What follows belongs to an exercise in optimizing a design on an open flow for small area; a production flow would make more cautious choices.
Function was checked by simulation only, so behaviour that the tests miss may differ from the original.
Power figures rest on the tool's default switching activity, not on a simulated workload.

===== design/flow/config.mk =====
export PLATFORM = sky130hd
export DESIGN_NAME = lte_hw_acc_scrambler
export DESIGN_NICKNAME = lte_hw_acc_scrambler
export VERILOG_FILES = /design/flow/design.v
export SDC_FILE = /design/flow/constraint.sdc
export NUM_CORES = 4
export LEC_CHECK = 0
export CAP_MARGIN = 20
export CORE_MARGIN = 2
export CORE_UTILIZATION = 70
export CTS_BUF_LIST = sky130_fd_sc_hd__clkbuf_16
export CTS_CLUSTER_DIAMETER = 85
export CTS_CLUSTER_SIZE = 32
export SLEW_MARGIN = 20
export SYNTH_HIERARCHICAL = 1
export SYNTH_MINIMUM_KEEP_SIZE = 0

===== design/flow/constraint.sdc =====
create_clock -name core_clock -period 3.6 [get_ports {clk}]
set_input_delay 0.7200 -clock core_clock [delete_from_list [all_inputs] [get_ports {clk}]]
set_output_delay 0.7200 -clock core_clock [all_outputs]
set_load 0.01 [all_outputs]

===== design/flow/design.v =====
`timescale 1ns / 1ps
module lte_scr_ao22 (
    input  logic a1, b1, a2, b2,
    output logic y
);
    assign y = (a1 & b1) | (a2 & b2);
endmodule
module lte_scr_ao221 (
    input  logic a1, b1, a2, b2, c,
    output logic y
);
    assign y = (a1 & b1) | (a2 & b2) | c;
endmodule
module lte_scr_aoi222 (
    input  logic a1, b1, a2, b2, a3, b3,
    output logic y
);
    assign y = !((a1 & b1) | (a2 & b2) | (a3 & b3));
endmodule
module lte_scr_nand2 (
    input  logic a, b,
    output logic y
);
    assign y = !(a & b);
endmodule
module lte_scr_nand4 (
    input  logic a, b, c, d,
    output logic y
);
    assign y = !(a & b & c & d);
endmodule
module lte_scr_or12 (
    input  logic [11:0] s,
    input  logic [11:0] d,
    output logic        y
);
    logic [3:0] t;
    for (genvar g = 0; g < 4; g++) begin : g_t
        lte_scr_aoi222 u (.a1(s[3*g]), .b1(d[3*g]), .a2(s[3*g+1]), .b2(d[3*g+1]),
                          .a3(s[3*g+2]), .b3(d[3*g+2]), .y(t[g]));
    end
    lte_scr_nand4 u_o (.a(t[0]), .b(t[1]), .c(t[2]), .d(t[3]), .y(y));
endmodule
module lte_scr_or10 (
    input  logic [9:0] s,
    input  logic [9:0] d,
    output logic       y
);
    logic [3:0] t;
    for (genvar g = 0; g < 3; g++) begin : g_t
        lte_scr_aoi222 u (.a1(s[3*g]), .b1(d[3*g]), .a2(s[3*g+1]), .b2(d[3*g+1]),
                          .a3(s[3*g+2]), .b3(d[3*g+2]), .y(t[g]));
    end
    lte_scr_nand2 u_3 (.a(s[9]), .b(d[9]), .y(t[3]));
    lte_scr_nand4 u_o (.a(t[0]), .b(t[1]), .c(t[2]), .d(t[3]), .y(y));
endmodule
module lte_scr_inv (
    input  logic a,
    output logic y
);
    assign y = !a;
endmodule
module lte_scr_and2 (
    input  logic a, b,
    output logic y
);
    assign y = a & b;
endmodule
module lte_scr_rowsel (
    input  logic a,       
    input  logic b,       
    input  logic r,       
    output logic we,
    output logic keep
);
    logic nab;
    lte_scr_nand2 u_n (.a(a), .b(b), .y(nab));
    lte_scr_inv   u_w (.a(nab), .y(we));
    lte_scr_and2  u_k (.a(r), .b(nab), .y(keep));
endmodule
module lte_scr_xsel (
    input  logic [9:0]  dec,
    input  logic        r,        
    input  logic        ct,       
    input  logic        sof,
    input  logic        proc_,
    output logic [11:0] sel       
);
    wire go = r & ct;
    assign sel[9:0] = dec & {10{go & sof}};
    assign sel[10]  = go & !sof & proc_;
    assign sel[11]  = r & !(ct & (sof | proc_));
endmodule
module lte_hw_acc_scrambler #(
    parameter IN_DATA_WIDTH = 1
)
(
    input  logic                         clk,
    input  logic                         ce,
    input  logic                         rstn,
    input  logic [3:0]                   sfn,
    input [IN_DATA_WIDTH - 1 : 0]        s_data,
    input                                s_valid,
    output                               s_ready,
    input                                in_sof,
    input [7:0]                          in_lof,
    input [4:0]                          cfg_addr,
    input [30:0]                         cfg_data,
    input                                cfg_wr,
    output [IN_DATA_WIDTH - 1 : 0]       m_data,
    output                               m_valid,
    input                                m_ready,
    output                               out_sof,
    output [7:0]                         out_lof
);
    logic [19:0][30:0] cfg_reg;
    logic [30:0] x_data_1, x_data_2;
    logic [7:0]  counter;
    logic        processing;
    wire transfer = s_valid & m_ready;
    wire load     = transfer & in_sof;
    logic [9:0] dec;
    always_comb begin
        for (int k = 0; k < 8; k++)
            dec[k] = !sfn[3] && (sfn[2:0] == k[2:0]);
        dec[8] = sfn[3] & !sfn[0];
        dec[9] = sfn[3] &  sfn[0];
    end
    function automatic logic [30:0] rst_val(input int i);
        rst_val = (i % 2 == 0) ? 31'd1 : 31'((i >> 2) << 9);
    endfunction
    wire       wen = rstn & cfg_wr & !processing;
    logic [4:0] wa;
    logic [3:0] wb;
    always_comb begin
        for (int j = 0; j < 5; j++) wa[j] = wen && cfg_addr[4:2] == j[2:0];
        for (int m = 0; m < 4; m++) wb[m] = cfg_addr[1:0] == m[1:0];
    end
    logic [19:0][1:0] we, keep;
    logic [19:0][30:0] cfg_nxt;
    for (genvar i = 0; i < 20; i++) begin : g_row
        for (genvar h = 0; h < 2; h++) begin : g_h
            lte_scr_rowsel u_rs (.a(wa[i/4]), .b(wb[i%4]), .r(rstn),
                                 .we(we[i][h]), .keep(keep[i][h]));
        end
    end
    wire rst = !rstn;
    for (genvar i = 0; i < 20; i++) begin : g_cfg
        localparam logic [30:0] RV = rst_val(i);
        for (genvar b = 0; b < 31; b++) begin : g_b
            if (RV[b]) begin : g_one
                lte_scr_ao221 u_hold (
                    .a1(cfg_data[b]), .b1(we[i][b/16]), .a2(cfg_reg[i][b]),
                    .b2(keep[i][b/16]), .c(rst), .y(cfg_nxt[i][b]));
            end else begin : g_zero
                lte_scr_ao22 u_hold (
                    .a1(cfg_data[b]), .b1(we[i][b/16]), .a2(cfg_reg[i][b]),
                    .b2(keep[i][b/16]), .y(cfg_nxt[i][b]));
            end
        end
    end
    always_ff @(posedge clk)
        cfg_reg <= cfg_nxt;
    wire ct = ce & transfer;
    logic [1:0][11:0] sel;     
    for (genvar l = 0; l < 2; l++) begin : g_sel
        lte_scr_xsel u_xs (.dec(dec), .r(rstn), .ct(ct), .sof(in_sof),
                           .proc_(processing), .sel(sel[l]));
    end
    wire sel_a1 = rstn & ct & in_sof;
    logic rd1, rd2;
    logic [9:0] c10, c20;
    for (genvar k = 0; k < 10; k++) begin : g_rd
        assign c10[k] = cfg_reg[2*k][0];
        assign c20[k] = cfg_reg[2*k+1][0];
    end
    lte_scr_or10 u_r1 (.s(dec), .d(c10), .y(rd1));
    lte_scr_or10 u_r2 (.s(dec), .d(c20), .y(rd2));
    wire [30:0] nx1, nx2;
    logic t1, t2;
    lte_scr_aoi222 u_lo1 (.a1(sel_a1), .b1(rd1), .a2(sel[0][10]), .b2(x_data_1[1]),
                          .a3(sel[0][11]), .b3(x_data_1[0]), .y(t1));
    lte_scr_aoi222 u_lo2 (.a1(sel_a1), .b1(rd2), .a2(sel[1][10]), .b2(x_data_2[1]),
                          .a3(sel[1][11]), .b3(x_data_2[0]), .y(t2));
    assign nx1[0] = !t1;
    assign nx2[0] = !t2;
    wire [31:1] st1 = {x_data_1[0] ^ x_data_1[3], x_data_1[30:1]};
    wire [31:1] st2 = {x_data_2[0] ^ x_data_2[1] ^ x_data_2[2] ^ x_data_2[3], x_data_2[30:1]};
    for (genvar b = 1; b < 31; b++) begin : g_hi
        logic [11:0] c1, c2;
        for (genvar k = 0; k < 10; k++) begin : g_k
            assign c1[k] = cfg_reg[2*k][b];
            assign c2[k] = cfg_reg[2*k+1][b];
        end
        assign c1[10] = st1[b+1];
        assign c2[10] = st2[b+1];
        assign c1[11] = x_data_1[b];
        assign c2[11] = x_data_2[b];
        lte_scr_or12 u_1 (.s(sel[0]), .d(c1), .y(nx1[b]));
        lte_scr_or12 u_2 (.s(sel[1]), .d(c2), .y(nx2[b]));
    end
    always_ff @(posedge clk) begin
        x_data_1 <= nx1;
        x_data_2 <= nx2;
    end
    always_ff @(posedge clk) begin
        if (ce && transfer) begin
            if (in_sof)
                counter <= in_lof;
            else if (processing)
                counter <= counter - 8'd1;
        end
    end
    always_ff @(posedge clk) begin
        if (!rstn)
            processing <= 1'b0;
        else if (ce && transfer) begin
            if (in_sof)
                processing <= 1'b1;
            else if (processing && counter == 8'd2)
                processing <= 1'b0;
        end
    end
    wire e0 = load ? (rd1 ^ rd2) : (x_data_1[1] ^ x_data_2[1]);
    assign m_data   = s_data ^ e0;
    assign s_ready  = m_ready;
    assign m_valid  = s_valid;
    assign out_lof  = in_lof;
    assign out_sof  = in_sof;
endmodule

===== design/flow/flow/run.sh =====
#!/bin/bash
# Standard layout, with the smallest buffer on the ports.
export BUFFER_PORTS_ARGS="-buffer_cell sky130_fd_sc_hd__buf_1"
bash standard.sh > standard.log 2>&1

===== design/flow/standard.sh =====
#!/bin/bash
# synth_recipe.tcl (not shown) runs the flow's synth.tcl, then flattens the netlist and writes it again
# the make line also repeats each setting of config.mk as NAME=value (left out here)
make -C /OpenROAD-flow-scripts/flow DESIGN_CONFIG=/design/flow/config.mk WORK_HOME=/design/flow/orfs CLKGATE_MAP_FILE= SYNTH_SCRIPT=/design/flow/synth_recipe.tcl "${@:-finish}"

==> run notes <==
[routing by layer]
layer,share of wire (%),vias up
met2,43,1392
met1,40,9490
li1,-,8241
met3,14,201
met4,3.5,6
met5,0.066,-
[through the flow]
stage | power (mW) | std cells | hold slack (ps) | area [µm²] | setup WS (ps)
5_1_grt | 12.1 | 2417 | 452 | 25200 | 187
4_1_cts | 11.8 | 2413 | 411 | 25100 | 373
2_1_floorplan | 8.15 | 1870 | 441 | 23700 | 929
6_report | 11.8 | 2417 | 431 | 25200 | 315
3_5_place_dp | 8.44 | 2383 | 453 | 24500 | 389
3_3_place_gp | 8.42 | 2382 | 454 | 24500 | 442
[cells in the mapped netlist (all sizes together)]
cell      n  area share (%)
a211o     1           0.037
a21o      1           0.032
a31o      1           0.037
o21ai     7            0.15
nand3     5            0.11
or3b      1           0.037
nor3b     2           0.063
nor2b     5            0.13
and4      1           0.037
nand3b    1           0.032
and2     65             1.9
nor2      9            0.14
xor2      4            0.15
inv      46            0.73
edfxtp    8             1.0
mux2i     1           0.042
buf      14            0.47
xnor2     5            0.19
a22o    600              22
and3      5            0.13
nor4      2           0.079
dfxtp   683              58
nand2    50            0.79
nand2b    4            0.11
a222oi  248              10
and4b     2           0.095
nor3      6            0.13
nand4    63             1.7
a21oi     2           0.042
a221o    20            0.85
clkbuf    1           0.016
o21a      1           0.032
o31ai     1           0.032
or4       2           0.079
ha        2            0.11
nor4bb    1           0.042
[power groups by stage]
stage          logic (mW)  registers (mW)  clock network, mW
2_1_floorplan       0.224            7.93                  0
3_3_place_gp        0.485            7.94                  0
3_5_place_dp        0.501            7.94                  0
4_1_cts             0.503            7.77               3.50
5_1_grt             0.551            7.78               3.73
6_report            0.532            7.77               3.48
[worst paths after layout]
kind / endpoint / from / slack, ps
min reg2reg: cfg_reg[392] / cfg_reg[392] / 490
min: counter[6] / in_lof[6] / 430
max: m_data[0] / sfn[3] / 310
max reg2reg: cfg_reg[289] / processing / 1080
[cells by family after synthesis]
kind of cell               count (synthesis)
AOI/OAI and AO/OA                        882
DFF                                      691
and+or+nand+nor                          224
buffers and inverters                     61
xor gates and xnor gates                   9
adders and majority gates                  2
muxes                                      1
[area by class of cell]
| type | instances | area share [%] |
|---|---|---|
| clock buffers | 25 | 2.48 |
| flip-flops and latches | 691 | 55.2 |
| repair buffers | 84 | 1.67 |
| well taps | 448 | 2.23 |
| inverters | 46 | 0.686 |
| clock inverters | 5 | 0.119 |
| multi-input cells | 1118 | 37.6 |
[per-module statistics from Yosys, one instance, submodules excluded, a selection]
module	times used	cell area, µm²	flip-flops and latches	cells
lte_scr_aoi222	248	10.0	0	1
lte_hw_acc_scrambler	1	14500	691	788
lte_scr_xsel	2	128	0	15
lte_scr_ao221	20	10.0	0	1
lte_scr_and2	40	6.26	0	1
lte_scr_nand2	42	3.75	0	1
lte_scr_ao22	600	8.76	0	1
lte_scr_inv	40	3.75	0	1
lte_scr_nand4	62	6.26	0	1
[worst max-delay path: cells and delay by family]
family	cells	cell delay (ps)
AOI/OAI and AO/OA	1	340
xor gates and xnor gates	2	360
buffers and inverters	2	390
muxes	1	160
and+or+nand+nor	3	590
==> impl_metrics.toml <==
[setup_path]
start_kind = "input port"
critPathArrivalTime_ps = 2570
critPathRequiredTime_ps = 2880
slowest_delay_ps = 340
cpMaxStageDelayCell = "a222oi_1"
cp-end-kind = "primary output"
crit_type = "input port to primary output"
worst-path-max-fanout = 7
cp_cell_sequence = "buf_1, nand2b_1, nor3_1, a222oi_1, nand4_1, xor2_1, mux2i_1, xnor2_1, buf_1"
cp_common_cell = "buf_1"
reg2reg_depth = 6

[cells_and_area]
final_nets = 2024
syn2layout_area_growth_pct = 6.44
final_common_cell = "dfxtp_1"
drive_gt1_share_pct = 4.37
multi_input_area_mm2 = 0.00946
fin_util_pct = 75.3
largest_reg_flops = 620
nFillCells = 2293
layout_common_cells = "683 x dfxtp_1, 600 x a22o_1, 248 x a222oi_1"
register_area_mm2 = 0.0139
antenna_cells = 0

[power_and_ir_drop]
ir_drop_mv = 0.480
p_int_mw = 9.12
pwr-share-comb_pct = 4.5
power_leakage_nw = 9.50
swShare_pct = 22.6
pwr-share-clk_pct = 29.5
p_seq_share_pct = 66.0
power.density_mw_per_mm2 = 468
p_switching_mw = 2.66

[global_routing]
grt_pass1_wl_um = 107000
grt_use_met1_pct = 54.3
globalRoute.totalOverflow = 0
met2_usage_pct = 58.0
grt_pass1_vias = 18600
grt_busiest_layer = "met2"
grt_max_degree = 45
met3_usage_pct = 8.67
grt_antenna_before_repair = 3
track_usage_pct = 38.2

[synth]
ys_ff_latch = 691
synth_simple_gate_area_share_pct = 5.60
yosysSeqAreaShare_pct = 58.8
syn_avg_cell_area_um2 = 12.7
synth_xor_area_share_pct = 0.333
synthDistinctLibCells = 42
synth_fp_nets = 1928
syn_inst = 1870
muxShareOfSynthArea_pct = 0.0423
synth.cell_area_mm2 = 0.0237
synth_top_family_by_area = "compound AO/OA/AOI/OAI gates"
ys_warn_count = 7
synth_compound_area_share_pct = 33.9
synthAdderAreaFrac_pct = 0.106

[clock_network]
clk_latency_ps = 590
clk_pin_slew_worst_paths_ps = 110
cts_tree = "done"
post_cts_buffers = 0
cts-root-buf = "clkbuf_16"
cts_buffers = 25
clockBufferDepth = 3
cts.repair.resized = 0
htree_levels = 1
cts_sinks = 691
cts_hold_buffers = 0

[floorplan]
initial_utilization_pct = 70.7
io_pins = 68
fp-row-count = 67
die_h_um = 188
core_mm2 = 0.0334
dieArea_mm2 = 0.0353
die_w_um = 188

[timing]
max_freq_mhz = 304
hold_viol_final = 0
setup_viol = 0
fin_setup_tns_ps = 0
worst_slew_pin_slew_ps = 1180
slew_violations = 0
skew_ps = 19.7
rsz0062_at_grt = "false"
fin_crit_sh_pct = 91.3
slew_headroom_pct = 21.6
fin_crit_ps = 3290

[status]
status = "timing/DRC/antenna clean"

[drt]
dr.pass1.iters = 11
via_per_inst = 8.00
num_vias = 19300
antenna_left = 0
drt-total-wl_um = 69500
wire_per_inst_um = 28.8
drcViolationCount = 0
initialDrtViolationCount = 3379

[run]
cap_violations = 0

[min_path]
min_path_cells = 3
hp-class = "input port to flop"

[placement]
dp.final_hpwl_um = 41200
port_buffers = 67
gp_congestion = 0.926

==> afterwards: timing with drivers on the ports <==
In the flow no input, the clock included, has a driving cell. The finished layout below was timed again as built, in two steps. Step 1 sets driving cells, clkbuf_16 on the clock port and buf_2 on the other inputs (assumed; they add their load-dependent delay and slew). Step 2, shift: input delay + t, output delay - t, t = (earliest + latest rising clock arrival at the registers) / 2. This alone moves slack from input paths to output paths. Slacks: ideal ports / drivers / drivers and shift; pairs: ideal ports / drivers.
t, ns: 0.637
setup slack, ns: 0.315 / 0.294 / 0.294
latest minus earliest clock arrival (ns): 0.025 / 0.026
After both steps this run still meets setup and hold. The setup slack of this run moves by -0.021 ns with the drivers and by -0.021 ns with both steps.
